This is an optimization exercise on Yosys and OpenROAD, whose aim is small area, a short achievable clock period and few clock cycles per item, not a production implementation.
In this exercise RTL edits were held to simulation tests only and were not proved equivalent to the original.
Power is estimated from default activity; no workload was simulated.

## job 4203
## div
module div(
    input [0:0]         clk,
    input [0:0]         rstn,
    input flush_by_writeback,
    input [0:0]         div_en_in,
    input [0:0]         div_op,
    input [0:0]         div_sign,
    input [ 31:0 ]      div_sr0,
    input [ 31:0 ]      div_sr1,
    input [ 4:0 ]       div_addr_in,
    input [31:0]        div_pc_in,
    input [31:0]        div_inst_in,
    output reg [0:0]    div_en_out,
    output reg [0:0]    stall_by_div,
    output [ 31:0 ]     div_result,
    output [ 4:0 ]      div_addr_out,
    output [31:0]       div_pc_out,
    output [31:0]       div_inst_out
);
localparam PREP = 2'd0;
localparam ITER = 2'd1;
localparam NEG  = 2'd2;
reg [1:0]  phase;
reg [31:0] rem;       
reg [34:0] y;         
reg        cin;       
reg [31:0] quo;       
reg [5:0]  pa;        
reg [5:0]  pb;        
reg [4:0]  cnt;       
reg        sa_r;      
reg        qn;        
reg        sel;       
reg        neg;       
reg [4:0]  addr;
reg [31:0] pc;
reg [31:0] inst;
wire        sa = div_sign & div_sr0[31];
wire        sb = div_sign & div_sr1[31];
wire [5:0]  pa_w;
wire [5:0]  pb_w;
wire [31:0] xa = sa ? {~div_sr0[30:0], 1'b1} : div_sr0;
wire [31:0] xb = div_sr1 ^ {32{sb}};
wire        bz_w = div_sr1 == 0;
exe_log2_plus_one log2_1(xa, pa_w);
exe_log2_plus_one log2_2(xb, pb_w);
wire [31:0] ta;       
exe_orup_pfx #(.W(32), .L(5)) oa (.x(xa), .y(ta));
wire        skip = bz_w | (|(xb & ~ta));
wire [6:0]  d;
wire        d_co;
exe_add_pfx #(.W(7), .L(3)) dsub (.a({pa[5], pa}), .b(~{pb[5], pb}), .ci(1'b1), .s(d), .co(d_co));
wire [69:0] ysh = {y, {35{cin}}} << {d[5:1], 1'b0};
wire [34:0] y2 = {y[33:0], cin};
wire [31:0] t1, t2, t3;
wire [2:0]  h1, h2;
wire [3:0]  h3;
wire        c1, c2, c3;
exe_add_pfx #(.W(35), .L(6)) add1 (.a({3'b000, rem}), .b(y),  .ci(cin), .s({h1, t1}), .co(c1));
exe_add_pfx #(.W(35), .L(6)) add2 (.a({3'b000, rem}), .b(y2), .ci(cin), .s({h2, t2}), .co(c2));
  ...
For scale: about 1900 cells after synthesis, about 190 flip-flops, about 240 I/O pins, ~17000 um2 of cells after synthesis.
export LEC_CHECK = 0
export CAP_MARGIN = 20
export CORE_MARGIN = 2
export CORE_UTILIZATION = 40
export PLACE_DENSITY = 0.6
export SETUP_SLACK_MARGIN = 1.8
export SLEW_MARGIN = 20
create_clock -name core_clock -period 6.0 [get_ports {clk}]
run.sh (not shown) runs the stock make flow with config.mk's settings and CLKGATE_MAP_FILE= SYNTH_SCRIPT=/design/flow/synth_recipe.tcl, a recipe that flattens the netlist after the stock synthesis.
Job 4203 has completed all stages; timing, DRC and antenna checks passed.
Testbench counts of job 4203, summed over its fixed seeds: cycles 83,215, items 12,000.
diff inputs: job 4203 => job 2933
-- flow/config.mk --
<<< job 4203, line 8
export CAP_MARGIN = 20
>>> job 2933, line 8
export CAP_MARGIN = 5
<<< job 4203, line 12
export SETUP_SLACK_MARGIN = 1.8
export SLEW_MARGIN = 20
>>> job 2933, line 12
export SETUP_SLACK_MARGIN = 2
export SLEW_MARGIN = 5
export TNS_END_PERCENT = 5
[summary]
- Per the comparison of job 2933 with job 4203, fraction of layout cells with a size suffix above 1 went down 0.98 points; routed length on met1 moved down; share of power burned in the clock network decreased by 1.0 points relative to the old numbers; required time reported for the critical path endpoint held steady; peak fanout along the critical path shows an increase of 18.
- Taking job 4203 as the reference point, the power of job 2933 falls by 2.9%.
- Job 4203 → job 2933: share of the cycle needed by the critical path after routing roughly the same, global-route wire length before repair fell by 2.2%, highest clock frequency the design can meet shows no meaningful change.
- Cell count after placement: job 2933 vs job 4203 — no meaningful difference
- The higher cell area of job 2933 and job 4203 is in job 4203.
diff inputs: job 2933 => job 6672
-- flow/config.mk --
<<< job 2933, line 11
>>> job 6672, line 11
export GPL_ROUTABILITY_DRIVEN = 0
<<< job 2933, line 14
export TNS_END_PERCENT = 5
>>> job 6672, line 15
Notes after the runs:
- Every stage of the flow completed for job 6672, and the final layout passed the timing, design-rule and antenna checks.
- On power, the higher figure sits with job 6672, not job 2933.
- Going from job 2933 to job 6672, design area grew slightly.
- Job 6672 ends up with a switching part of the total power that is 0.61 points lower than in job 2933.
- Job 6672 has longest individual stage delay on the worst path below what job 2933 had.
- As far as part of the power in the clock network is concerned, job 2933 and job 6672 perform about the same.
- [compare] base=job 2933 new=job 6672: cell area power density moved down; routed wire length moved down; area taken by multi-input logic gates moved up; detailed-routing wirelength on met1 moved down.
- The cell at the slowest stage of the critical path comes out sky130_fd_sc_hd__edfxtp_1 in one run and sky130_fd_sc_hd__dfxtp_1 in the other, namely in job 6672 and job 2933 respectively.
- In job 6672 the post-detailed-route wirelength per cell turned out 3.6% lower than in job 2933.
- In job 6672 the met3 wire length turned out about 16% higher than in job 2933.
Modified inputs, job 3318 compared to job 6672
-- flow/config.mk --
<<< job 6672, line 8
export CAP_MARGIN = 5
>>> job 3318, line 8
export CAP_MARGIN = 20
<<< job 6672, line 11
export GPL_ROUTABILITY_DRIVEN = 0
>>> job 3318, line 11
<<< job 6672, line 14
export SLEW_MARGIN = 5
>>> job 3318, line 13
export SLEW_MARGIN = 20
==> comparison <==
- Looking at power share of the clock group across job 3318 and job 6672, the one that comes out higher is job 6672.
- ~same area of all placed cells without fillers in job 3318 and job 6672
- Job 3318 vs job 6672 — post-route minimum period rose 0.023 ns.
- From job 3318 to job 6672, die span in x did not move at all.
- Job 6672 → job 3318: cell count has remained practically unchanged, combinational power has increased, total length of routed wires has increased.
- Job 3318 vs job 6672: global-route usage up in job 3318
- When job 3318 is measured against job 6672, its met2 global-route usage turns out 2.2 points higher.
- The met2 wire length in job 3318 is 1.06 times that in job 6672.
## Diff of input files: job 1476 against job 3318
-- flow/config.mk --
<<< job 3318, line 11
export PLACE_DENSITY = 0.6
>>> job 1476, line 11
export PLACE_DENSITY = 0.5
[summary]
Job 1476 against job 3318; routed length on met2 is up by a few percent. Relative to job 3318, peak supply drop has increased by 16% in job 1476. Diff job 3318 -> job 1476: post-route clock period utilization has increased; core utilization comparable; count of fill cells added during filler insertion now smaller; design area about even.
